From an optimization exercise on the open Yosys and OpenROAD flow, aimed at small area; shortcuts taken in it are not production practice.
For this run, only the layout was checked, not whether the RTL still works.
Power figures rest on the tool's default switching activity, not on a simulated workload.

[design.v]
`timescale 1ns / 1ps
module oneshot_universal(clk, rst, btn, btn_trig);
parameter WIDTH = 1;
input clk, rst;
input [WIDTH-1:0] btn;
reg [WIDTH-1:0] btn_reg;
output reg [WIDTH-1:0] btn_trig;
always @(negedge rst or posedge clk) begin
    if(!rst) begin
        btn_reg <= {WIDTH{1'b0}};
        btn_trig <= {WIDTH{1'b0}};
    end
    else begin
        btn_reg <= btn;
        btn_trig <= btn & ~btn_reg;
    end
end
endmodule
`timescale 1ns / 1ps
module clock(rst, clk, time_spd, add_hour_t, hour, min, sec, d_or_n);
input rst, clk;
input add_hour_t;
input [1:0] time_spd;
output reg [7:0] hour, min, sec;
output reg d_or_n;
reg i2so, so2st, st2mo, mo2mt, mt2ho, ho2ht, ht2d;
wire i2so_t, so2st_t, st2mo_t, mo2mt_t, mt2ho_t, ho2ht_t, ht2d_t;
reg [12:0] i;
oneshot_universal #(.WIDTH(7)) u2(clk, rst, {i2so, so2st, st2mo, mo2mt, mt2ho, ho2ht, ht2d}, {i2so_t, so2st_t, st2mo_t, mo2mt_t, mt2ho_t, ho2ht_t, ht2d_t});
always @(negedge rst or posedge clk) begin  
    if(~rst) begin;
        i <= 0;
        i2so<=0;
    end
    else begin
        case(time_spd) 
            2'b00 : 
                if(i>=1000) begin
                    i2so <= 1;
                    i<=0;
                end
                else begin
                    i<=i+1;
                    i2so<=0;
                end
            2'b01 : if(i>=100) begin
                    i2so <= 1;
                    i<=0;
                end
                else begin
                    i<=i+1;
                    i2so<=0;
                end
            2'b10 : if(i>=10) begin
                    i2so <= 1;
                    i<=0;
                end
                else begin
                    i<=i+1;
                    i2so<=0;
                end
            2'b11 : if(i>=5) begin
                    i2so <= 1;
                    i<=0;
                end
                else begin
                    i<=i+1;
                    i2so<=0;
                end
        endcase
    end
end
always @(negedge rst or posedge clk) begin  
    if(~rst) begin
        sec[3:0] <= 0;
        so2st<=0;
    end
    else begin
        if(i2so_t) begin
            if(sec[3:0]==9) begin
                sec[3:0]<=0;
                so2st<=1;
            end
            else begin
                sec[3:0] <= sec[3:0] + 1;
                so2st<=0;
            end
        end
    end
end
always @(negedge rst or posedge clk) begin  
    if(~rst) begin
        sec[7:4] <= 0;
        st2mo<=0;
    end
    else begin
        if(so2st_t) begin
            if(sec[7:4]==5) begin
                sec[7:4]<=0;
                st2mo<=1;
            end
            else begin
                sec[7:4] <= sec[7:4] + 1;
                st2mo<=0;
            end
        end
    end
end
always @(negedge rst or posedge clk) begin  
    if(~rst) begin
        min[3:0] <= 0;
        mo2mt<=0;
    end
    else begin
        if(st2mo_t) begin
            if(min[3:0]==9) begin
                min[3:0]<=0;
                mo2mt<=1;
            end
            else begin
                min[3:0] <= min[3:0] + 1;
                mo2mt<=0;
            end
        end
    end
end
always @(negedge rst or posedge clk) begin  
    if(~rst) begin
        min[7:4] <= 0;
        mt2ho<=0;
    end
    else begin
        if(mo2mt_t) begin
            if(min[7:4]==5) begin
                min[7:4]<=0;
                mt2ho<=1;
            end
            else begin
                min[7:4] <= min[7:4] + 1;
                mt2ho<=0;
            end
        end
    end
end
always @(negedge rst or posedge clk) begin  
    if(~rst) begin
        hour[3:0] <= 0;
        ho2ht<=0;
        ht2d<=0;
    end
    else begin
        if(mt2ho_t | add_hour_t) begin
            if(hour[3:0]==9) begin
                hour[3:0]<=0;
                ho2ht <= 1;
            end
            else begin
                if(hour[3:0]==3 & hour[7:4]==2) begin
                    hour[3:0]<=0;
                    ht2d <= 1;
                end
                else begin
                    hour[3:0] <= hour[3:0] + 1;
                    ht2d <= 0;
                    ho2ht <= 0;
                end
            end
        end
    end
end
always @(negedge rst or posedge clk) begin
    if(~rst) begin
        hour[7:4] <= 0;
    end
    else begin
        if(ht2d_t) hour[7:4]<=0;
        else begin
            if(ho2ht_t) hour[7:4] <= hour[7:4] + 1;
        end
    end
end
always @(negedge rst or posedge clk) begin
    if(~rst) begin
        d_or_n <= 1;  
    end
    else begin
        if(hour[7:4]*10 + hour[3:0] >= 8 & hour[7:4]*10 + hour[3:0] < 23) begin
            d_or_n <= 0;
        end
        else d_or_n <= 1;
    end
end
endmodule
`timescale 1ns / 1ps
`timescale 1ns / 1ps
module LCD(rst, clk, hour, min, sec, d_or_n, t_state, LCD_RS, LCD_RW, LCD_DATA);
input rst, clk, d_or_n;
input [2:0] t_state;
input [7:0] hour, min, sec; 
output LCD_RS, LCD_RW;
output reg [7:0] LCD_DATA;
reg LCD_text;
reg LCD_RS, LCD_RW;
reg [2:0] state; 
parameter DELAY = 3'b000,
          FUNCTION_SET = 3'b001,
          ENTRY_MODE = 3'b010,
          DISP_ONOFF = 3'b011,
          LINE1 = 3'b100,
          LINE2 = 3'b101,
          DELAY_T = 3'b110,
          CLEAR_DISP = 3'b111;
integer cnt;
always @(posedge clk or negedge rst)
begin
    if(!rst) begin
        state <= DELAY;
        cnt <= 0;
    end
    else
    begin
        case(state)
            DELAY : begin
                if(cnt >= 70) begin
                    state <= FUNCTION_SET;
                    cnt <= 0;
                end
                else cnt <= cnt + 1;
            end
            FUNCTION_SET : begin
                if(cnt >= 30) begin
                    state <= DISP_ONOFF;
                    cnt <= 0;
                end
                else cnt <= cnt + 1;
            end
            DISP_ONOFF : begin
                if(cnt >= 30) begin
                    state <= ENTRY_MODE;
                    cnt <= 0;
                end
                else cnt <= cnt + 1;
            end
            ENTRY_MODE : begin
                if(cnt >= 30) begin
                    state <= LINE1;
                    cnt <= 0;
                end
                else cnt <= cnt + 1;
            end
            LINE1 : begin
                if(cnt >= 20) begin
                    state <= LINE2;
                    cnt <= 0;
                end
                else cnt <= cnt + 1;
            end
            LINE2 : begin
                if(cnt >= 20) begin
                    state <= DELAY_T;
                    cnt <= 0;
                end
                else cnt <= cnt + 1;
            end
            DELAY_T : begin
                if(cnt >= 200) begin
                    state <= CLEAR_DISP;
                    cnt <= 0;
                end
                else cnt <= cnt + 1;
            end
            CLEAR_DISP : begin
                if(cnt >= 5) begin
                    state <= LINE1;
                    cnt <= 0;
                end
                else cnt <= cnt + 1;
            end
            default : state <= DELAY;
        endcase
    end
end
always @(posedge clk or negedge rst)
begin
    if(!rst) 
        {LCD_RS, LCD_RW, LCD_DATA} <= 10'b1_1_00000000;
    else begin
        case(state)
            FUNCTION_SET :
                {LCD_RS, LCD_RW, LCD_DATA} <= 10'b0_0_0011_1000;
            DISP_ONOFF :
                {LCD_RS, LCD_RW, LCD_DATA} <= 10'b0_0_0000_1100;
            ENTRY_MODE :
                {LCD_RS, LCD_RW, LCD_DATA} <= 10'b0_0_0000_0110;
            LINE1 :
                begin
                    case(cnt)
                    00 : {LCD_RS, LCD_RW, LCD_DATA} <= 10'b0_0_1000_0000;  
                    01 : {LCD_RS, LCD_RW, LCD_DATA} <= 10'b1_0_0101_0100;  
                    02 : {LCD_RS, LCD_RW, LCD_DATA} <= 10'b1_0_0110_1001;  
                    03 : {LCD_RS, LCD_RW, LCD_DATA} <= 10'b1_0_0110_1101;  
                    04 : {LCD_RS, LCD_RW, LCD_DATA} <= 10'b1_0_0110_0101;  
                    05 : {LCD_RS, LCD_RW, LCD_DATA} <= 10'b1_0_0010_0000; 
                    06 : {LCD_RS, LCD_RW, LCD_DATA} <= 10'b1_0_0011_1010;  
                    07 : {LCD_RS, LCD_RW, LCD_DATA} <= 10'b1_0_0010_0000;
                    08 : case(hour[7:4])  
                            0 : {LCD_RS, LCD_RW, LCD_DATA} <= 10'b1_0_0011_0000; 
                            1 : {LCD_RS, LCD_RW, LCD_DATA} <= 10'b1_0_0011_0001; 
                            2 : {LCD_RS, LCD_RW, LCD_DATA} <= 10'b1_0_0011_0010;
                            3 : {LCD_RS, LCD_RW, LCD_DATA} <= 10'b1_0_0011_0011;
                            4 : {LCD_RS, LCD_RW, LCD_DATA} <= 10'b1_0_0011_0100;
                            5 : {LCD_RS, LCD_RW, LCD_DATA} <= 10'b1_0_0011_0101;
                            6 : {LCD_RS, LCD_RW, LCD_DATA} <= 10'b1_0_0011_0110;
                            7 : {LCD_RS, LCD_RW, LCD_DATA} <= 10'b1_0_0011_0111;
                            8 : {LCD_RS, LCD_RW, LCD_DATA} <= 10'b1_0_0011_1000;
                            9 : {LCD_RS, LCD_RW, LCD_DATA} <= 10'b1_0_0011_1001;
                        endcase
                    09 : case(hour[3:0])  
                            0 : {LCD_RS, LCD_RW, LCD_DATA} <= 10'b1_0_0011_0000;
                            1 : {LCD_RS, LCD_RW, LCD_DATA} <= 10'b1_0_0011_0001;
                            2 : {LCD_RS, LCD_RW, LCD_DATA} <= 10'b1_0_0011_0010;
                            3 : {LCD_RS, LCD_RW, LCD_DATA} <= 10'b1_0_0011_0011;
                            4 : {LCD_RS, LCD_RW, LCD_DATA} <= 10'b1_0_0011_0100;
                            5 : {LCD_RS, LCD_RW, LCD_DATA} <= 10'b1_0_0011_0101;
                            6 : {LCD_RS, LCD_RW, LCD_DATA} <= 10'b1_0_0011_0110;
                            7 : {LCD_RS, LCD_RW, LCD_DATA} <= 10'b1_0_0011_0111;
                            8 : {LCD_RS, LCD_RW, LCD_DATA} <= 10'b1_0_0011_1000;
                            9 : {LCD_RS, LCD_RW, LCD_DATA} <= 10'b1_0_0011_1001;
                        endcase
                    10 : {LCD_RS, LCD_RW, LCD_DATA} <= 10'b1_0_0011_1010;  
                    11 : case(min[7:4])  
                            0 : {LCD_RS, LCD_RW, LCD_DATA} <= 10'b1_0_0011_0000;
                            1 : {LCD_RS, LCD_RW, LCD_DATA} <= 10'b1_0_0011_0001;
                            2 : {LCD_RS, LCD_RW, LCD_DATA} <= 10'b1_0_0011_0010;
                            3 : {LCD_RS, LCD_RW, LCD_DATA} <= 10'b1_0_0011_0011;
                            4 : {LCD_RS, LCD_RW, LCD_DATA} <= 10'b1_0_0011_0100;
                            5 : {LCD_RS, LCD_RW, LCD_DATA} <= 10'b1_0_0011_0101;
                            6 : {LCD_RS, LCD_RW, LCD_DATA} <= 10'b1_0_0011_0110;
                            7 : {LCD_RS, LCD_RW, LCD_DATA} <= 10'b1_0_0011_0111;
                            8 : {LCD_RS, LCD_RW, LCD_DATA} <= 10'b1_0_0011_1000;
                            9 : {LCD_RS, LCD_RW, LCD_DATA} <= 10'b1_0_0011_1001;
                        endcase
                    12 : case(min[3:0])  
                            0 : {LCD_RS, LCD_RW, LCD_DATA} <= 10'b1_0_0011_0000;
                            1 : {LCD_RS, LCD_RW, LCD_DATA} <= 10'b1_0_0011_0001;
                            2 : {LCD_RS, LCD_RW, LCD_DATA} <= 10'b1_0_0011_0010;
                            3 : {LCD_RS, LCD_RW, LCD_DATA} <= 10'b1_0_0011_0011;
                            4 : {LCD_RS, LCD_RW, LCD_DATA} <= 10'b1_0_0011_0100;
                            5 : {LCD_RS, LCD_RW, LCD_DATA} <= 10'b1_0_0011_0101;
                            6 : {LCD_RS, LCD_RW, LCD_DATA} <= 10'b1_0_0011_0110;
                            7 : {LCD_RS, LCD_RW, LCD_DATA} <= 10'b1_0_0011_0111;
                            8 : {LCD_RS, LCD_RW, LCD_DATA} <= 10'b1_0_0011_1000;
                            9 : {LCD_RS, LCD_RW, LCD_DATA} <= 10'b1_0_0011_1001;
                         endcase
                     13 : {LCD_RS, LCD_RW, LCD_DATA} <= 10'b1_0_0011_1010;  
                     14 : case(sec[7:4])  
                            0 : {LCD_RS, LCD_RW, LCD_DATA} <= 10'b1_0_0011_0000;
                            1 : {LCD_RS, LCD_RW, LCD_DATA} <= 10'b1_0_0011_0001;
                            2 : {LCD_RS, LCD_RW, LCD_DATA} <= 10'b1_0_0011_0010;
                            3 : {LCD_RS, LCD_RW, LCD_DATA} <= 10'b1_0_0011_0011;
                            4 : {LCD_RS, LCD_RW, LCD_DATA} <= 10'b1_0_0011_0100;
                            5 : {LCD_RS, LCD_RW, LCD_DATA} <= 10'b1_0_0011_0101;
                            6 : {LCD_RS, LCD_RW, LCD_DATA} <= 10'b1_0_0011_0110;
                            7 : {LCD_RS, LCD_RW, LCD_DATA} <= 10'b1_0_0011_0111;
                            8 : {LCD_RS, LCD_RW, LCD_DATA} <= 10'b1_0_0011_1000;
                            9 : {LCD_RS, LCD_RW, LCD_DATA} <= 10'b1_0_0011_1001;
                            10 : {LCD_RS, LCD_RW, LCD_DATA} <= 10'b1_0_0001_0110;
                        endcase
                    15 : case(sec[3:0])  
                            0 : {LCD_RS, LCD_RW, LCD_DATA} <= 10'b1_0_0011_0000;
                            1 : {LCD_RS, LCD_RW, LCD_DATA} <= 10'b1_0_0011_0001;
                            2 : {LCD_RS, LCD_RW, LCD_DATA} <= 10'b1_0_0011_0010;
                            3 : {LCD_RS, LCD_RW, LCD_DATA} <= 10'b1_0_0011_0011;
                            4 : {LCD_RS, LCD_RW, LCD_DATA} <= 10'b1_0_0011_0100;
                            5 : {LCD_RS, LCD_RW, LCD_DATA} <= 10'b1_0_0011_0101;
                            6 : {LCD_RS, LCD_RW, LCD_DATA} <= 10'b1_0_0011_0110;
                            7 : {LCD_RS, LCD_RW, LCD_DATA} <= 10'b1_0_0011_0111;
                            8 : {LCD_RS, LCD_RW, LCD_DATA} <= 10'b1_0_0011_1000;
                            9 : {LCD_RS, LCD_RW, LCD_DATA} <= 10'b1_0_0011_1001;
                        endcase
                    default : {LCD_RS, LCD_RW, LCD_DATA} <= 10'b1_0_0010_0000; 
                endcase
           end
           LINE2 :
                begin
                    case(cnt)
                    00 : {LCD_RS, LCD_RW, LCD_DATA} <= 10'b0_0_1100_0000;  
                    01 : {LCD_RS, LCD_RW, LCD_DATA} <= 10'b1_0_0101_0011;  
                    02 : {LCD_RS, LCD_RW, LCD_DATA} <= 10'b1_0_0111_0100;  
                    03 : {LCD_RS, LCD_RW, LCD_DATA} <= 10'b1_0_0110_0001;  
                    04 : {LCD_RS, LCD_RW, LCD_DATA} <= 10'b1_0_0111_0100;  
                    05 : {LCD_RS, LCD_RW, LCD_DATA} <= 10'b1_0_0110_0101;  
                    06 : {LCD_RS, LCD_RW, LCD_DATA} <= 10'b1_0_0010_0000; 
                    07 : {LCD_RS, LCD_RW, LCD_DATA} <= 10'b1_0_0011_1010;  
                    08 : {LCD_RS, LCD_RW, LCD_DATA} <= 10'b1_0_0010_0000; 
                    09 : case(t_state)
                            0 : {LCD_RS, LCD_RW, LCD_DATA} <= 10'b1_0_0100_0001;  
                            1 : {LCD_RS, LCD_RW, LCD_DATA} <= 10'b1_0_0100_0010;  
                            2 : {LCD_RS, LCD_RW, LCD_DATA} <= 10'b1_0_0100_0011;  
                            3 : {LCD_RS, LCD_RW, LCD_DATA} <= 10'b1_0_0100_0100;  
                            4 : {LCD_RS, LCD_RW, LCD_DATA} <= 10'b1_0_0100_0101;  
                            5 : {LCD_RS, LCD_RW, LCD_DATA} <= 10'b1_0_0100_0110;  
                            6 : {LCD_RS, LCD_RW, LCD_DATA} <= 10'b1_0_0100_0111;  
                            7 : {LCD_RS, LCD_RW, LCD_DATA} <= 10'b1_0_0100_1000;  
                            8 : {LCD_RS, LCD_RW, LCD_DATA} <= 10'b1_0_0100_0001;  
                        endcase
                    10 : {LCD_RS, LCD_RW, LCD_DATA} <= 10'b1_0_0010_1000;  
                    11 : {LCD_RS, LCD_RW, LCD_DATA} <= d_or_n? 10'b1_0_0100_1110 : 10'b1_0_0100_0100; 
                    12 : {LCD_RS, LCD_RW, LCD_DATA} <= d_or_n? 10'b1_0_0110_1001 : 10'b1_0_0110_0001; 
                    13 : {LCD_RS, LCD_RW, LCD_DATA} <= d_or_n? 10'b1_0_0110_0111 : 10'b1_0_0111_1001; 
                    14 : {LCD_RS, LCD_RW, LCD_DATA} <= d_or_n? 10'b1_0_0110_1000 : 10'b1_0_0010_1001; 
                    15 : {LCD_RS, LCD_RW, LCD_DATA} <= d_or_n? 10'b1_0_0111_0100 : 10'b1_0_0010_0000; 
                    16 : {LCD_RS, LCD_RW, LCD_DATA} <= d_or_n? 10'b1_0_0010_1001 : 10'b1_0_0010_0000; 
                    default : {LCD_RS, LCD_RW, LCD_DATA} <= 10'b1_0_0010_0000; 
                endcase
           end
            DELAY_T : 
                {LCD_RS, LCD_RW, LCD_DATA} <= 10'b0_0_0000_0010;
            CLEAR_DISP :
                {LCD_RS, LCD_RW, LCD_DATA} <= 10'b0_0_0000_0001;
            default :
                {LCD_RS, LCD_RW, LCD_DATA} <= 10'b1_1_0010_0000;
         endcase
     end
end
endmodule
`timescale 1ns / 1ps
module trafic_light(rst, clk, time_spd, add_hour, emgc_btn, LCD_RS, LCD_RW, LCD_DATA, N_C, W_C, S_C, E_C, Walk);
input rst, clk;
input add_hour, emgc_btn;
input [1:0] time_spd;
output LCD_RS, LCD_RW;
output wire [7:0] LCD_DATA;
output reg [3:0] N_C, W_C, S_C, E_C;  
output reg [7:0] Walk;  
wire d_or_n;
wire add_hour_t, emgc_btn_t; 
wire [7:0] hour, min, sec;
reg [3:0] t_state; 
reg [2:0] prev_t_state;
reg emgc;
reg d_or_n_stay;
integer emgc_cnt;
parameter A = 4'b0000,
          B = 4'b0001,
          C = 4'b0010,
          D = 4'b0011,
          E = 4'b0100,
          F = 4'b0101,
          G = 4'b0110,
          H = 4'b0111,
          E_A = 4'b1000,
          L_A = 24'b0100_0001_0100_0001_10_01_10_01,
          L_A_F = 24'b0100_0001_0100_0001_10_00_10_00,
          L_A_Y = 24'b0010_0010_0010_0010_10_01_10_01,
          L_A_Y_F = 24'b0010_0010_0010_0010_10_00_10_00,
          L_B = 24'b1100_0001_0001_0001_10_10_10_01,
          L_B_F = 24'b1100_0001_0001_0001_10_10_10_00,
          L_B_Y = 24'b0010_0010_0010_0010_10_10_10_01,
          L_B_Y_F = 24'b0010_0010_0010_0010_10_10_10_00,
          L_C = 24'b0001_0001_1100_0001_10_01_10_10,
          L_C_F = 24'b0001_0001_1100_0001_10_00_10_10,
          L_C_Y = 24'b0010_0010_0010_0010_10_01_10_10,
          L_C_Y_F = 24'b0010_0010_0010_0010_10_00_10_10,
          L_D = 24'b1000_0001_1000_0001_10_10_10_10,
          L_D_Y = 24'b0010_0010_0010_0010_10_10_10_10,
          L_E = 24'b0001_0100_0001_0100_01_10_01_10,
          L_E_F = 24'b0001_0100_0001_0100_00_10_00_10,
          L_E_Y = 24'b0010_0010_0010_0010_01_10_01_10,
          L_E_Y_F = 24'b0010_0010_0010_0010_00_10_00_10,
          L_F = 24'b0001_1100_0001_0001_01_10_10_10,
          L_F_F = 24'b0001_1100_0001_0001_00_10_10_10,
          L_F_Y = 24'b0010_0010_0010_0010_01_10_10_10,
          L_F_Y_F = 24'b0010_0010_0010_0010_00_10_10_10,
          L_G = 24'b0001_0001_0001_1100_10_10_01_10,
          L_G_F = 24'b0001_0001_0001_1100_10_10_00_10,
          L_G_Y = 24'b0010_0010_0010_0010_10_10_01_10,
          L_G_Y_F = 24'b0010_0010_0010_0010_10_10_00_10,
          L_H = 24'b0001_1000_0001_1000_10_10_10_10,
          L_H_Y = 24'b0010_0010_0010_0010_10_10_10_10,
          north = 2'b00,
          west = 2'b01,
          south = 2'b10,
          east = 2'b11;
integer t_cnt;
oneshot_universal #(.WIDTH(2)) u1(clk, rst, {add_hour, emgc_btn}, {add_hour_t, emgc_btn_t});
clock c1(rst, clk, time_spd, add_hour_t, hour, min, sec, d_or_n);
LCD l1(rst, clk, hour, min, sec, d_or_n, t_state, LCD_RS, LCD_RW, LCD_DATA);
always @(posedge clk or negedge rst)
begin
    if(!rst) begin
        t_state <= B;
        t_cnt <= 0;
        prev_t_state <= H;
        d_or_n_stay <= 1;
        emgc <= 0;
        emgc_cnt <= 0;
    end
    else begin
        if(emgc_btn_t) emgc <= !emgc;
        else begin
        if(d_or_n_stay) begin  
            case(t_state)
                B : begin
                    if(t_cnt >= 10000) begin
                        if(emgc) begin
                            t_state <= E_A;
                            t_cnt <= 0;
                            prev_t_state <= B;
                            d_or_n_stay <= d_or_n;
                            emgc_cnt <= 0;
                        end
                        else begin
                            if(!d_or_n) begin
                                t_state <= A;
                                t_cnt <= 0;
                                prev_t_state <= B;
                                d_or_n_stay <= d_or_n;
                            end
                            else begin
                                t_state <= A;
                                t_cnt <= 0;
                                prev_t_state <= B;
                                d_or_n_stay <= d_or_n;
                            end
                        end 
                    end   
                    else begin 
                        if(emgc) begin
                            if(emgc_cnt >= 1000) begin
                                t_state <= E_A;
                                t_cnt <= 0;
                                emgc_cnt <= 0;
                                d_or_n_stay <= d_or_n;
                                prev_t_state <= B;
                            end
                            else begin
                                t_cnt <= t_cnt + 1;
                                emgc_cnt <= emgc_cnt + 1;
                            end
                        end
                        else begin
                            t_cnt <= t_cnt + 1;
                        end
                    end
                end
                A : begin
                    if(t_cnt >= 10000) begin
                        if(emgc) begin
                            t_state <= E_A;
                            t_cnt <= 0;
                            prev_t_state <= A;
                            d_or_n_stay <= d_or_n;
                            emgc_cnt <= 0;
                        end
                        else begin
                            if(!d_or_n) begin
                                t_state <= A;
                                t_cnt <= 0;
                                prev_t_state <= A;
                                d_or_n_stay <= d_or_n;
                            end
                            else begin
                                if(prev_t_state == B) begin
                                    t_state <= C;
                                    t_cnt <= 0;
                                    prev_t_state <= A;
                                    d_or_n_stay <= d_or_n;
                                end
                                else begin
                                    t_state <= E;
                                    t_cnt <= 0;
                                    prev_t_state <= A;
                                    d_or_n_stay <= d_or_n;
                                end
                            end
                        end 
                    end   
                    else begin 
                        if(emgc) begin
                            if(emgc_cnt >= 1000) begin
                                t_state <= E_A;
                                t_cnt <= 0;
                                emgc_cnt <= 0;
                                d_or_n_stay <= d_or_n;
                                prev_t_state <= A;
                            end
                            else begin
                                t_cnt <= t_cnt + 1;
                                emgc_cnt <= emgc_cnt + 1;
                            end
                        end
                        else begin
                            t_cnt <= t_cnt + 1;
                        end
                    end
                end
                C : begin
                    if(t_cnt >= 10000) begin
                        if(emgc) begin
                            t_state <= E_A;
                            t_cnt <= 0;
                            prev_t_state <= C;
                            d_or_n_stay <= d_or_n;
                            emgc_cnt <= 0;
                        end
                        else begin
                            if(!d_or_n) begin
                                t_state <= A;
                                t_cnt <= 0;
                                prev_t_state <= C;
                                d_or_n_stay <= d_or_n;
                            end
                            else begin
                                t_state <= A;
                                t_cnt <= 0;
                                prev_t_state <= C;
                                d_or_n_stay <= d_or_n;
                            end
                        end 
                    end   
                    else begin 
                        if(emgc) begin
                            if(emgc_cnt >= 1000) begin
                                t_state <= E_A;
                                t_cnt <= 0;
                                emgc_cnt <= 0;
                                d_or_n_stay <= d_or_n;
                                prev_t_state <= C;
                            end
                            else begin
                                t_cnt <= t_cnt + 1;
                                emgc_cnt <= emgc_cnt + 1;
                            end
                        end
                        else begin
                            t_cnt <= t_cnt + 1;
                        end
                    end
                end
                E : begin
                    if(t_cnt >= 10000) begin
                        if(emgc) begin
                            t_state <= E_A;
                            t_cnt <= 0;
                            prev_t_state <= E;
                            d_or_n_stay <= d_or_n;
                            emgc_cnt <= 0;
                        end
                        else begin
                            if(!d_or_n) begin
                                t_state <= A;
                                t_cnt <= 0;
                                prev_t_state <= E;
                                d_or_n_stay <= d_or_n;
                            end
                            else begin
                                t_state <= H;
                                t_cnt <= 0;
                                prev_t_state <= E;
                                d_or_n_stay <= d_or_n;
                            end
                        end 
                    end   
                    else begin 
                        if(emgc) begin
                            if(emgc_cnt >= 1000) begin
                                t_state <= E_A;
                                t_cnt <= 0;
                                emgc_cnt <= 0;
                                d_or_n_stay <= d_or_n;
                                prev_t_state <= E;
                            end
                            else begin
                                t_cnt <= t_cnt + 1;
                                emgc_cnt <= emgc_cnt + 1;
                            end
                        end
                        else begin
                            t_cnt <= t_cnt + 1;
                        end
                    end
                end
                H : begin
                    if(t_cnt >= 10000) begin
                        if(emgc) begin
                            t_state <= E_A;
                            t_cnt <= 0;
                            prev_t_state <= H;
                            d_or_n_stay <= d_or_n;
                            emgc_cnt <= 0;
                        end
                        else begin
                            if(!d_or_n) begin
                                t_state <= A;
                                t_cnt <= 0;
                                prev_t_state <= H;
                                d_or_n_stay <= d_or_n;
                            end
                            else begin
                                t_state <= B;
                                t_cnt <= 0;
                                prev_t_state <= H;
                                d_or_n_stay <= d_or_n;
                            end
                        end 
                    end   
                    else begin 
                        if(emgc) begin
                            if(emgc_cnt >= 1000) begin
                                t_state <= E_A;
                                t_cnt <= 0;
                                emgc_cnt <= 0;
                                d_or_n_stay <= d_or_n;
                                prev_t_state <= H;
                            end
                            else begin
                                t_cnt <= t_cnt + 1;
                                emgc_cnt <= emgc_cnt + 1;
                            end
                        end
                        else begin
                            t_cnt <= t_cnt + 1;
                        end
                    end
                end
                E_A : begin
                    if(t_cnt >= 15000) begin
                        if(!d_or_n) begin
                            t_state <= A;
                            t_cnt <= 0;
                            emgc <= 0;
                            d_or_n_stay <= d_or_n;
                        end
                        else begin
                            t_state <= prev_t_state;
                            d_or_n_stay <= d_or_n;
                            t_cnt <= 0;
                            emgc <= 0;
                        end 
                    end   
                    else t_cnt <= t_cnt + 1;
                end
            endcase
        end
        else begin
            case(t_state)
                A : begin
                    if(t_cnt >= 5000) begin
                        if(emgc) begin
                            t_state <= E_A;
                            t_cnt <= 0;
                            prev_t_state <= A;
                            d_or_n_stay <= d_or_n;
                            emgc_cnt <= 0;
                        end
                        else begin
                            if(d_or_n) begin
                                t_state <= B;
                                t_cnt <= 0;
                                prev_t_state <= A;
                                d_or_n_stay <= d_or_n;
                            end
                            else begin
                                t_state <= D;
                                t_cnt <= 0;
                                prev_t_state <= A;
                                d_or_n_stay <= d_or_n;
                            end
                        end 
                    end   
                    else begin 
                        if(emgc) begin
                            if(emgc_cnt >= 1000) begin
                                t_state <= E_A;
                                t_cnt <= 0;
                                emgc_cnt <= 0;
                                d_or_n_stay <= d_or_n;
                                prev_t_state <= A;
                            end
                            else begin
                                t_cnt <= t_cnt + 1;
                                emgc_cnt <= emgc_cnt + 1;
                            end
                        end
                        else begin
                            t_cnt <= t_cnt + 1;
                        end
                    end
                end
                D : begin
                    if(t_cnt >= 5000) begin
                        if(emgc) begin
                            t_state <= E_A;
                            t_cnt <= 0;
                            prev_t_state <= D;
                            d_or_n_stay <= d_or_n;
                            emgc_cnt <= 0;
                        end
                        else begin
                            if(d_or_n) begin
                                t_state <= B;
                                t_cnt <= 0;
                                prev_t_state <= D;
                                d_or_n_stay <= d_or_n;
                            end
                            else begin
                                t_state <= F;
                                t_cnt <= 0;
                                prev_t_state <= D;
                                d_or_n_stay <= d_or_n;
                            end
                        end 
                    end   
                    else begin 
                        if(emgc) begin
                            if(emgc_cnt >= 1000) begin
                                t_state <= E_A;
                                t_cnt <= 0;
                                emgc_cnt <= 0;
                                d_or_n_stay <= d_or_n;
                                prev_t_state <= D;
                            end
                            else begin
                                t_cnt <= t_cnt + 1;
                                emgc_cnt <= emgc_cnt + 1;
                            end
                        end
                        else begin
                            t_cnt <= t_cnt + 1;
                        end
                    end
                end
                F : begin
                    if(t_cnt >= 5000) begin
                        if(emgc) begin
                            t_state <= E_A;
                            t_cnt <= 0;
                            prev_t_state <= F;
                            d_or_n_stay <= d_or_n;
                            emgc_cnt <= 0;
                        end
                        else begin
                            if(d_or_n) begin
                                t_state <= B;
                                t_cnt <= 0;
                                prev_t_state <= F;
                                d_or_n_stay <= d_or_n;
                            end
                            else begin
                                t_state <= E;
                                t_cnt <= 0;
                                prev_t_state <= F;
                                d_or_n_stay <= d_or_n;
                            end
                        end 
                    end   
                    else begin 
                        if(emgc) begin
                            if(emgc_cnt >= 1000) begin
                                t_state <= E_A;
                                t_cnt <= 0;
                                emgc_cnt <= 0;
                                d_or_n_stay <= d_or_n;
                                prev_t_state <= F;
                            end
                            else begin
                                t_cnt <= t_cnt + 1;
                                emgc_cnt <= emgc_cnt + 1;
                            end
                        end
                        else begin
                            t_cnt <= t_cnt + 1;
                        end
                    end
                end
                E : begin
                    if(t_cnt >= 5000) begin
                        if(emgc) begin
                            t_state <= E_A;
                            t_cnt <= 0;
                            prev_t_state <= E;
                            d_or_n_stay <= d_or_n;
                            emgc_cnt <= 0;
                        end
                        else begin
                            if(d_or_n) begin
                                t_state <= B;
                                t_cnt <= 0;
                                prev_t_state <= E;
                                d_or_n_stay <= d_or_n;
                            end
                            else begin
                                if(prev_t_state == F) begin
                                    t_state <= G;
                                    t_cnt <= 0;
                                    prev_t_state <= E;
                                    d_or_n_stay <= d_or_n;
                                end
                                else begin
                                    t_state <= A;
                                    t_cnt <= 0;
                                    prev_t_state <= E;
                                    d_or_n_stay <= d_or_n;
                                end
                            end
                        end 
                    end   
                    else begin 
                        if(emgc) begin
                            if(emgc_cnt >= 1000) begin
                                t_state <= E_A;
                                t_cnt <= 0;
                                emgc_cnt <= 0;
                                d_or_n_stay <= d_or_n;
                                prev_t_state <= E;
                            end
                            else begin
                                t_cnt <= t_cnt + 1;
                                emgc_cnt <= emgc_cnt + 1;
                            end
                        end
                        else begin
                            t_cnt <= t_cnt + 1;
                        end
                    end
                end
                G : begin
                    if(t_cnt >= 5000) begin
                        if(emgc) begin
                            t_state <= E_A;
                            t_cnt <= 0;
                            prev_t_state <= G;
                            d_or_n_stay <= d_or_n;
                            emgc_cnt <= 0;
                        end
                        else begin
                            if(d_or_n) begin
                                t_state <= B;
                                t_cnt <= 0;
                                prev_t_state <= G;
                                d_or_n_stay <= d_or_n;
                            end
                            else begin
                                t_state <= E;
                                t_cnt <= 0;
                                prev_t_state <= G;
                                d_or_n_stay <= d_or_n;
                            end
                        end 
                    end   
                    else begin 
                        if(emgc) begin
                            if(emgc_cnt >= 1000) begin
                                t_state <= E_A;
                                t_cnt <= 0;
                                emgc_cnt <= 0;
                                d_or_n_stay <= d_or_n;
                                prev_t_state <= G;
                            end
                            else begin
                                t_cnt <= t_cnt + 1;
                                emgc_cnt <= emgc_cnt + 1;
                            end
                        end
                        else begin
                            t_cnt <= t_cnt + 1;
                        end
                    end
                end
                E_A : begin
                    if(t_cnt >= 15000) begin
                        if(!d_or_n) begin
                            t_state <= A;
                            t_cnt <= 0;
                            emgc <= 0;
                            d_or_n_stay <= d_or_n;
                        end
                        else begin
                            t_state <= prev_t_state;
                            d_or_n_stay <= d_or_n;
                            t_cnt <= 0;
                            emgc <= 0;
                        end 
                    end   
                    else t_cnt <= t_cnt + 1;
                end
            endcase
        end
        end
    end
end
always @(posedge clk or negedge rst)
begin
    if(!rst) {N_C,W_C,S_C,E_C,Walk} <= 24'b1111_1111_1111_1111_11_11_11_11;
    else begin
        if(d_or_n_stay) begin  
            case(t_state)
                B : begin
                    if(emgc) {N_C,W_C,S_C,E_C,Walk} <= L_B_Y;
                    else begin
                        if(t_cnt < 5000) {N_C,W_C,S_C,E_C,Walk} <= L_B;
                        else if(t_cnt >= 5000 & t_cnt < 5500) {N_C,W_C,S_C,E_C,Walk} <= L_B_F;
                        else if(t_cnt >= 5500 & t_cnt < 6000) {N_C,W_C,S_C,E_C,Walk} <= L_B;
                        else if(t_cnt >= 6000 & t_cnt < 6500) {N_C,W_C,S_C,E_C,Walk} <= L_B_F;
                        else if(t_cnt >= 6500 & t_cnt < 7000) {N_C,W_C,S_C,E_C,Walk} <= L_B;
                        else if(t_cnt >= 7000 & t_cnt < 7500) {N_C,W_C,S_C,E_C,Walk} <= L_B_F;
                        else if(t_cnt >= 7500 & t_cnt < 8000) {N_C,W_C,S_C,E_C,Walk} <= L_B;
                        else if(t_cnt >= 8000 & t_cnt < 8500) {N_C,W_C,S_C,E_C,Walk} <= L_B_F;
                        else if(t_cnt >= 8500 & t_cnt < 9000) {N_C,W_C,S_C,E_C,Walk} <= L_B;
                        else if(t_cnt >= 9000 & t_cnt < 9500) {N_C,W_C,S_C,E_C,Walk} <= L_B_Y_F;
                        else {N_C,W_C,S_C,E_C,Walk} <= L_B_Y;
                    end
                end
                A : begin
                    if(emgc) {N_C,W_C,S_C,E_C,Walk} <= L_A_Y;
                    else begin
                        if(t_cnt < 5000) {N_C,W_C,S_C,E_C,Walk} <= L_A;
                        else if(t_cnt >= 5000 & t_cnt < 5500) {N_C,W_C,S_C,E_C,Walk} <= L_A_F;
                        else if(t_cnt >= 5500 & t_cnt < 6000) {N_C,W_C,S_C,E_C,Walk} <= L_A;
                        else if(t_cnt >= 6000 & t_cnt < 6500) {N_C,W_C,S_C,E_C,Walk} <= L_A_F;
                        else if(t_cnt >= 6500 & t_cnt < 7000) {N_C,W_C,S_C,E_C,Walk} <= L_A;
                        else if(t_cnt >= 7000 & t_cnt < 7500) {N_C,W_C,S_C,E_C,Walk} <= L_A_F;
                        else if(t_cnt >= 7500 & t_cnt < 8000) {N_C,W_C,S_C,E_C,Walk} <= L_A;
                        else if(t_cnt >= 8000 & t_cnt < 8500) {N_C,W_C,S_C,E_C,Walk} <= L_A_F;
                        else if(t_cnt >= 8500 & t_cnt < 9000) {N_C,W_C,S_C,E_C,Walk} <= L_A;
                        else if(t_cnt >= 9000 & t_cnt < 9500) {N_C,W_C,S_C,E_C,Walk} <= L_A_Y_F;
                        else {N_C,W_C,S_C,E_C,Walk} <= L_A_Y;
                    end
                end
                C : begin
                    if(emgc) {N_C,W_C,S_C,E_C,Walk} <= L_C_Y;
                    else begin
                        if(t_cnt < 5000) {N_C,W_C,S_C,E_C,Walk} <= L_C;
                        else if(t_cnt >= 5000 & t_cnt < 5500) {N_C,W_C,S_C,E_C,Walk} <= L_C_F;
                        else if(t_cnt >= 5500 & t_cnt < 6000) {N_C,W_C,S_C,E_C,Walk} <= L_C;
                        else if(t_cnt >= 6000 & t_cnt < 6500) {N_C,W_C,S_C,E_C,Walk} <= L_C_F;
                        else if(t_cnt >= 6500 & t_cnt < 7000) {N_C,W_C,S_C,E_C,Walk} <= L_C;
                        else if(t_cnt >= 7000 & t_cnt < 7500) {N_C,W_C,S_C,E_C,Walk} <= L_C_F;
                        else if(t_cnt >= 7500 & t_cnt < 8000) {N_C,W_C,S_C,E_C,Walk} <= L_C;
                        else if(t_cnt >= 8000 & t_cnt < 8500) {N_C,W_C,S_C,E_C,Walk} <= L_C_F;
                        else if(t_cnt >= 8500 & t_cnt < 9000) {N_C,W_C,S_C,E_C,Walk} <= L_C;
                        else if(t_cnt >= 9000 & t_cnt < 9500) {N_C,W_C,S_C,E_C,Walk} <= L_C_Y_F;
                        else {N_C,W_C,S_C,E_C,Walk} <= L_C_Y;
                    end
                end
                E : begin
                if(emgc) {N_C,W_C,S_C,E_C,Walk} <= L_E_Y;
                    else begin
                        if(t_cnt < 5000) {N_C,W_C,S_C,E_C,Walk} <= L_E;
                        else if(t_cnt >= 5000 & t_cnt < 5500) {N_C,W_C,S_C,E_C,Walk} <= L_E_F;
                        else if(t_cnt >= 5500 & t_cnt < 6000) {N_C,W_C,S_C,E_C,Walk} <= L_E;
                        else if(t_cnt >= 6000 & t_cnt < 6500) {N_C,W_C,S_C,E_C,Walk} <= L_E_F;
                        else if(t_cnt >= 6500 & t_cnt < 7000) {N_C,W_C,S_C,E_C,Walk} <= L_E;
                        else if(t_cnt >= 7000 & t_cnt < 7500) {N_C,W_C,S_C,E_C,Walk} <= L_E_F;
                        else if(t_cnt >= 7500 & t_cnt < 8000) {N_C,W_C,S_C,E_C,Walk} <= L_E;
                        else if(t_cnt >= 8000 & t_cnt < 8500) {N_C,W_C,S_C,E_C,Walk} <= L_E_F;
                        else if(t_cnt >= 8500 & t_cnt < 9000) {N_C,W_C,S_C,E_C,Walk} <= L_E;
                        else if(t_cnt >= 9000 & t_cnt < 9500) {N_C,W_C,S_C,E_C,Walk} <= L_E_Y_F;
                        else {N_C,W_C,S_C,E_C,Walk} <= L_E_Y;
                    end
                end
                H : begin
                    if(emgc) {N_C,W_C,S_C,E_C,Walk} <= L_H_Y;
                    else begin
                        if(t_cnt < 8500) {N_C,W_C,S_C,E_C,Walk} <= L_H;
                        else {N_C,W_C,S_C,E_C,Walk} <= L_H_Y;
                        end
                    end
                E_A : begin
                    if(t_cnt < 7500) {N_C,W_C,S_C,E_C,Walk} <= L_A;
                    else if(t_cnt >= 7500 & t_cnt < 8000) {N_C,W_C,S_C,E_C,Walk} <= L_A_F;
                    else if(t_cnt >= 8000 & t_cnt < 8500) {N_C,W_C,S_C,E_C,Walk} <= L_A;
                    else if(t_cnt >= 8500 & t_cnt < 9000) {N_C,W_C,S_C,E_C,Walk} <= L_A_F;
                    else if(t_cnt >= 9000 & t_cnt < 9500) {N_C,W_C,S_C,E_C,Walk} <= L_A;
                    else if(t_cnt >= 9500 & t_cnt < 10000) {N_C,W_C,S_C,E_C,Walk} <= L_A_F;
                    else if(t_cnt >= 10000 & t_cnt < 10500) {N_C,W_C,S_C,E_C,Walk} <= L_A;
                    else if(t_cnt >= 10500 & t_cnt < 11000) {N_C,W_C,S_C,E_C,Walk} <= L_A_F;                
                    else if(t_cnt >= 11000 & t_cnt < 11500) {N_C,W_C,S_C,E_C,Walk} <= L_A;
                    else if(t_cnt >= 11500 & t_cnt < 12000) {N_C,W_C,S_C,E_C,Walk} <= L_A_F;
                    else if(t_cnt >= 12000 & t_cnt < 12500) {N_C,W_C,S_C,E_C,Walk} <= L_A;
                    else if(t_cnt >= 12500 & t_cnt < 13000) {N_C,W_C,S_C,E_C,Walk} <= L_A_F;
                    else if(t_cnt >= 13000 & t_cnt < 13500) {N_C,W_C,S_C,E_C,Walk} <= L_A;                    
                    else if(t_cnt >= 13500 & t_cnt < 14000) {N_C,W_C,S_C,E_C,Walk} <= L_A_F;
                    else if(t_cnt >= 14000 & t_cnt < 14500) {N_C,W_C,S_C,E_C,Walk} <= L_A_Y;
                    else {N_C,W_C,S_C,E_C,Walk} <= L_A_Y_F;
                end
            endcase
        end
        else begin
            case(t_state)
                A : begin
                    if(emgc) {N_C,W_C,S_C,E_C,Walk} <= L_A_Y;
                    else begin
                        if(t_cnt < 2500) {N_C,W_C,S_C,E_C,Walk} <= L_A;
                        else if(t_cnt >= 2500 & t_cnt < 3000) {N_C,W_C,S_C,E_C,Walk} <= L_A_F;
                        else if(t_cnt >= 3000 & t_cnt < 3500) {N_C,W_C,S_C,E_C,Walk} <= L_A;
                        else if(t_cnt >= 3500 & t_cnt < 4000) {N_C,W_C,S_C,E_C,Walk} <= L_A_F;
                        else if(t_cnt >= 4000 & t_cnt < 4500) {N_C,W_C,S_C,E_C,Walk} <= L_A_Y;
                        else {N_C,W_C,S_C,E_C,Walk} <= L_A_Y_F;
                    end
                end
                D : begin
                    if(emgc) {N_C,W_C,S_C,E_C,Walk} <= L_D_Y;
                    else begin
                        if(t_cnt < 3500) {N_C,W_C,S_C,E_C,Walk} <= L_D;
                        else {N_C,W_C,S_C,E_C,Walk} <= L_D_Y;
                    end
                end
                F : begin
                    if(emgc) {N_C,W_C,S_C,E_C,Walk} <= L_F_Y;
                    else begin
                        if(t_cnt < 2500) {N_C,W_C,S_C,E_C,Walk} <= L_F;
                        else if(t_cnt >= 2500 & t_cnt < 3000) {N_C,W_C,S_C,E_C,Walk} <= L_F_F;
                        else if(t_cnt >= 3000 & t_cnt < 3500) {N_C,W_C,S_C,E_C,Walk} <= L_F;
                        else if(t_cnt >= 3500 & t_cnt < 4000) {N_C,W_C,S_C,E_C,Walk} <= L_F_F;
                        else if(t_cnt >= 4000 & t_cnt < 4500) {N_C,W_C,S_C,E_C,Walk} <= L_F_Y;
                        else {N_C,W_C,S_C,E_C,Walk} <= L_F_Y_F;
                    end
                end
                E : begin
                    if(emgc) {N_C,W_C,S_C,E_C,Walk} <= L_E_Y;
                    else begin
                        if(t_cnt < 2500) {N_C,W_C,S_C,E_C,Walk} <= L_E;
                        else if(t_cnt >= 2500 & t_cnt < 3000) {N_C,W_C,S_C,E_C,Walk} <= L_E_F;
                        else if(t_cnt >= 3000 & t_cnt < 3500) {N_C,W_C,S_C,E_C,Walk} <= L_E;
                        else if(t_cnt >= 3500 & t_cnt < 4000) {N_C,W_C,S_C,E_C,Walk} <= L_E_F;
                        else if(t_cnt >= 4000 & t_cnt < 4500) {N_C,W_C,S_C,E_C,Walk} <= L_E_Y;
                        else {N_C,W_C,S_C,E_C,Walk} <= L_E_Y_F;
                    end
                end
                G : begin
                    if(emgc) {N_C,W_C,S_C,E_C,Walk} <= L_G_Y;
                    else begin
                        if(t_cnt < 2500) {N_C,W_C,S_C,E_C,Walk} <= L_G;
                        else if(t_cnt >= 2500 & t_cnt < 3000) {N_C,W_C,S_C,E_C,Walk} <= L_G_F;
                        else if(t_cnt >= 3000 & t_cnt < 3500) {N_C,W_C,S_C,E_C,Walk} <= L_G;
                        else if(t_cnt >= 3500 & t_cnt < 4000) {N_C,W_C,S_C,E_C,Walk} <= L_G_F;
                        else if(t_cnt >= 4000 & t_cnt < 4500) {N_C,W_C,S_C,E_C,Walk} <= L_G_Y;
                        else {N_C,W_C,S_C,E_C,Walk} <= L_G_Y_F;
                    end
                end
                E_A : begin
                    if(t_cnt < 7500) {N_C,W_C,S_C,E_C,Walk} <= L_A;
                    else if(t_cnt >= 7500 & t_cnt < 8000) {N_C,W_C,S_C,E_C,Walk} <= L_A_F;
                    else if(t_cnt >= 8000 & t_cnt < 8500) {N_C,W_C,S_C,E_C,Walk} <= L_A;
                    else if(t_cnt >= 8500 & t_cnt < 9000) {N_C,W_C,S_C,E_C,Walk} <= L_A_F;
                    else if(t_cnt >= 9000 & t_cnt < 9500) {N_C,W_C,S_C,E_C,Walk} <= L_A;
                    else if(t_cnt >= 9500 & t_cnt < 10000) {N_C,W_C,S_C,E_C,Walk} <= L_A_F;
                    else if(t_cnt >= 10000 & t_cnt < 10500) {N_C,W_C,S_C,E_C,Walk} <= L_A;
                    else if(t_cnt >= 10500 & t_cnt < 11000) {N_C,W_C,S_C,E_C,Walk} <= L_A_F;                
                    else if(t_cnt >= 11000 & t_cnt < 11500) {N_C,W_C,S_C,E_C,Walk} <= L_A;
                    else if(t_cnt >= 11500 & t_cnt < 12000) {N_C,W_C,S_C,E_C,Walk} <= L_A_F;
                    else if(t_cnt >= 12000 & t_cnt < 12500) {N_C,W_C,S_C,E_C,Walk} <= L_A;
                    else if(t_cnt >= 12500 & t_cnt < 13000) {N_C,W_C,S_C,E_C,Walk} <= L_A_F;
                    else if(t_cnt >= 13000 & t_cnt < 13500) {N_C,W_C,S_C,E_C,Walk} <= L_A;                    
                    else if(t_cnt >= 13500 & t_cnt < 14000) {N_C,W_C,S_C,E_C,Walk} <= L_A_F;
                    else if(t_cnt >= 14000 & t_cnt < 14500) {N_C,W_C,S_C,E_C,Walk} <= L_A_Y;
                    else {N_C,W_C,S_C,E_C,Walk} <= L_A_Y_F;
                end
            endcase
        end
    end
end
endmodule
[config.mk]
export PLATFORM = sky130hd
export DESIGN_NAME = trafic_light
export DESIGN_NICKNAME = trafic_light
export VERILOG_FILES = /design/flow/design.v
export SDC_FILE = /design/flow/constraint.sdc
export NUM_CORES = 4
export LEC_CHECK = 0
export CAP_MARGIN = 20
export CORE_MARGIN = 2
export CORE_UTILIZATION = 40
export SLEW_MARGIN = 20
[constraint.sdc]
create_clock -name core_clock -period 10.0 [get_ports {clk}]
set_input_delay 2.0000 -clock core_clock [delete_from_list [all_inputs] [get_ports {clk}]]
set_output_delay 2.0000 -clock core_clock [all_outputs]
set_load 0.01 [all_outputs]
[run.sh]
#!/bin/bash
# synth_recipe.tcl (not shown) runs the flow's synth.tcl, then flattens the netlist and writes it again
# the make line also repeats each setting of config.mk as NAME=value (left out here)
make -C /OpenROAD-flow-scripts/flow DESIGN_CONFIG=/design/flow/config.mk WORK_HOME=/design/flow/orfs CLKGATE_MAP_FILE= SYNTH_SCRIPT=/design/flow/synth_recipe.tcl finish
==> results.txt <==
-- metrics by stage --
step	setup slack (ns)	power, uW	instance area (sq um)	util [%]	instances
floorplan	7.05	1380	13400	-	1580
global placement	5.77	1540	14000	42.2	1981
detailed placement	5.73	1550	14000	42.2	1981
CTS	6.26	2480	14900	44.7	2025
global route	5.98	2590	14900	44.7	2025
finish	6.21	2460	14900	44.7	2025
-- area by class of cell --
cell class / instances / area, sq um
clock buffers: 35 / 703
well taps: 448 / 561
inverters: 61 / 229
flip-flops and latches: 205 / 5170
clock inverters: 9 / 115
repair buffers: 52 / 493
multi-input cells: 1215 / 7590
fillers: 3296 / 18400
-- per-layer routing --
layer  GRT usage (%)  vias up  routed length [um]
met5               0        -                   0
met4            5.22        0                 799
met3            2.29       60                1710
met2            30.7      347               15400
met1            29.9     5704               17400
li1                -     5728                   -
-- worst max-delay path, stage by stage (launching register included) --
cell and delay [ns]:
dfstp_2 0.98, xor2_1 0.30, mux2_2 0.25, a21o_1 0.22
nand2_1 0.39, nor2_1 1.01, o21ai_0 0.22, a22o_1 0.29
-- power by group --
part / switching [uW] / internal, uW
Sequential: 135 / 929
Combinational: 280 / 204
Clock: 369 / 542
Total: 783 / 1670
-- worst paths after layout --
kind,end,slack [ns],depth (start not counted)
setup / recovery,t_cnt[5],6.21,7
hold / removal,c1.u2.btn_reg[6],0.37,0
setup reg to reg,t_cnt[5],6.21,7
hold reg to reg,c1.u2.btn_reg[6],0.37,0
max in group asynchronous,c1.sec[2],6.46,3
min in group asynchronous,t_cnt[20],1.41,1
-- cells in the final DEF, fill, tap and decap left out, drive strengths merged, types with 11 or more instances in the layout --
cell type / Yosys / final
nand3: 78 / 78
a211oi: 18 / 18
buf: 27 / 14
and2: 16 / 16
o211ai: 13 / 13
a21oi: 74 / 74
o21ai: 108 / 108
nand4: 28 / 28
xor2: 29 / 29
and3: 41 / 41
nor4: 28 / 28
nor2: 190 / 190
nor2b: 34 / 34
a31oi: 23 / 23
nand2b: 17 / 17
nand2: 116 / 116
dfstp: 32 / 32
o2111ai: 11 / 11
o21a: 12 / 12
mux2i: 12 / 12
a22o: 13 / 13
o22ai: 11 / 11
xnor2: 39 / 39
inv: 60 / 61
or3: 14 / 14
clkbuf: 72 / 35
ha: 32 / 32
clkdlybuf4s50: 0 / 38
a21o: 25 / 25
dfrtp: 173 / 173
a221o: 11 / 11
nor3: 60 / 60
-- cells by family (layout without fill, tap and decap cells) --
group | after synthesis | in the layout | share of synthesized area (%)
other | 1 | 3 | 0.0280
and+or+nand+nor | 668 | 668 | 25.0
DFF | 205 | 205 | 38.6
buffers and inverters | 160 | 157 | 4.80
muxes | 21 | 21 | 1.65
AOI/OAI and AO/OA | 421 | 421 | 22.2
xor gates and xnor gates | 68 | 68 | 4.45
adders and majority gates | 34 | 34 | 3.29
==> results.py <==
metrics = {
    "run_status": {
        "status": "timing/DRC/antenna clean",
    },
    "layout": {
        "drive_above_1_share_pct": 7.93,
        "final_nets": 1600,
        "area_growth_pct": 11.0,
        "top_regs": "emgc_cnt: 32 flops, l1.cnt: 32 flops, t_cnt: 32 flops",
        "diodes": 0,
    },
    "clocking": {
        "clk_latency_ns": 0.55,
        "cts_setup_buffers": 0,
        "clk_path_buf_depth": 3,
        "cts_made_buffers": 25,
        "h-tree-depth": 1,
        "clock_tree.root_cell": "clkbuf_16",
        "cts.sinks": 205,
        "cts_resized": 0,
        "path_clk_slew_ns": 0.06,
        "tritoncts": "done",
        "ctsHoldBuffers": 0,
    },
    "grt": {
        "grt_max_degree": 74,
        "grt_usage_pct": 20.0,
        "grt_pass1_vias": 11300,
        "grt_first_pass_wirelength_um": 59400,
        "antenna_found_initial": 0,
        "overflow": 0,
    },
    "synthesis": {
        "netlist_instances": 1578,
        "synthDistinctLibCells": 91,
        "synth_top_area_share_pct": 32.3,
        "yosysWarnings": 6,
        "synth_edf_count": 0,
        "synth-seq-area-share_pct": 38.6,
        "ys_seq_elements": 205,
        "yosysTopAreaCell": "dfrtp_1",
        "synth_commonest_cells": "189 x nor2_1, 173 x dfrtp_1, 116 x nand2_1",
        "synth_area_leaders": "dfrtp_1 32%, dfstp_2 6.3%, nor2_1 5.3%",
        "synth_ff_type": "dfrtp_1",
        "syn_area_per_cell_sq_um": 8.49,
        "async_flop_share_pct": 100,
        "syn_area_sq_um": 13400,
        "yosysMostFrequentCell": "nor2_1",
    },
    "worst_setup_path": {
        "crit_fanout": 34,
        "start_kind": "flop",
        "required_ns": 10.43,
        "crit_start": "d_or_n_stay",
        "cp-end-kind": "flop",
        "worst-setup-path-type": "flop to flop",
        "r2r_start": "d_or_n_stay",
        "cp.arrival_ns": 4.22,
    },
    "sta": {
        "fmax_ghz": 0.264,
        "finalHoldViolCount": 0,
        "skew_ns": 0.0174,
        "period_share_pct": 37.9,
        "layout_min_cycle_time_ns": 3.79,
        "holdWs_ns": 0.371,
        "setup_viol": 0,
        "setup_tns_ns": 0,
        "rsz0062_at_grt": "false",
        "drv_slew": 0,
        "relSlewSlack_pct": 23.1,
        "worst_pin_slew_ns": 1.15,
    },
    "detailed_routing": {
        "routedWlPerCell_um": 17.4,
        "routed_wl_um": 35300,
        "antenna_left": 0,
        "vias_per_cell": 5.85,
        "vias": 11800,
        "drc": 0,
        "dr.first_iter.drc_count": 1185,
        "drt_pass1_iterations": 5,
    },
    "floorplan": {
        "die_h_um": 187,
        "ioPinCount": 40,
        "coreArea_sq_um": 33300,
        "start_util_pct": 40.2,
        "die_w_um": 187,
        "dieArea_sq_um": 35000,
        "num_rows": 67,
    },
    "power_and_ir_drop": {
        "leakage_uw": 0.00613,
        "ir_drop_mv": 0.120,
        "powerDensity_nw_per_um2": 165,
    },
    "job": {
        "drv_cap": 0,
    },
    "hold_path": {
        "min_path_type": "flop to flop",
        "min_from": "c1.i2so",
    },
    "placement": {
        "dp_hpwl_um": 24100,
        "routabilityCongestion": 0.942,
        "port_buffers": 39,
    },
}

[what the ideal ports hide]
Ports are ideal in the flow. The routed layout listed here was re-timed in OpenROAD.
Step 1 sets driving cells, clkbuf_16 on the clock port and buf_2 on the other inputs (assumed; they add their load-dependent delay and slew).
Step 2 times the ports against the registers' clock, not the clock port: input delays grow and output delays shrink by t, the midpoint of the rising clock arrivals with the driver on.
Slacks: no drivers / after step 1 / after step 2; pairs: no drivers / after step 1.
shift t [ns]: 0.599
setup WS [ns]: 6.212 / 6.212 / 5.864
clock arrival spread, ns: 0.018 / 0.017
After both steps setup and hold are still met in this run. The setup slack of this run moves by 0.000 ns with the drivers and by -0.348 ns with both steps. Setup slack includes reset recovery checks.
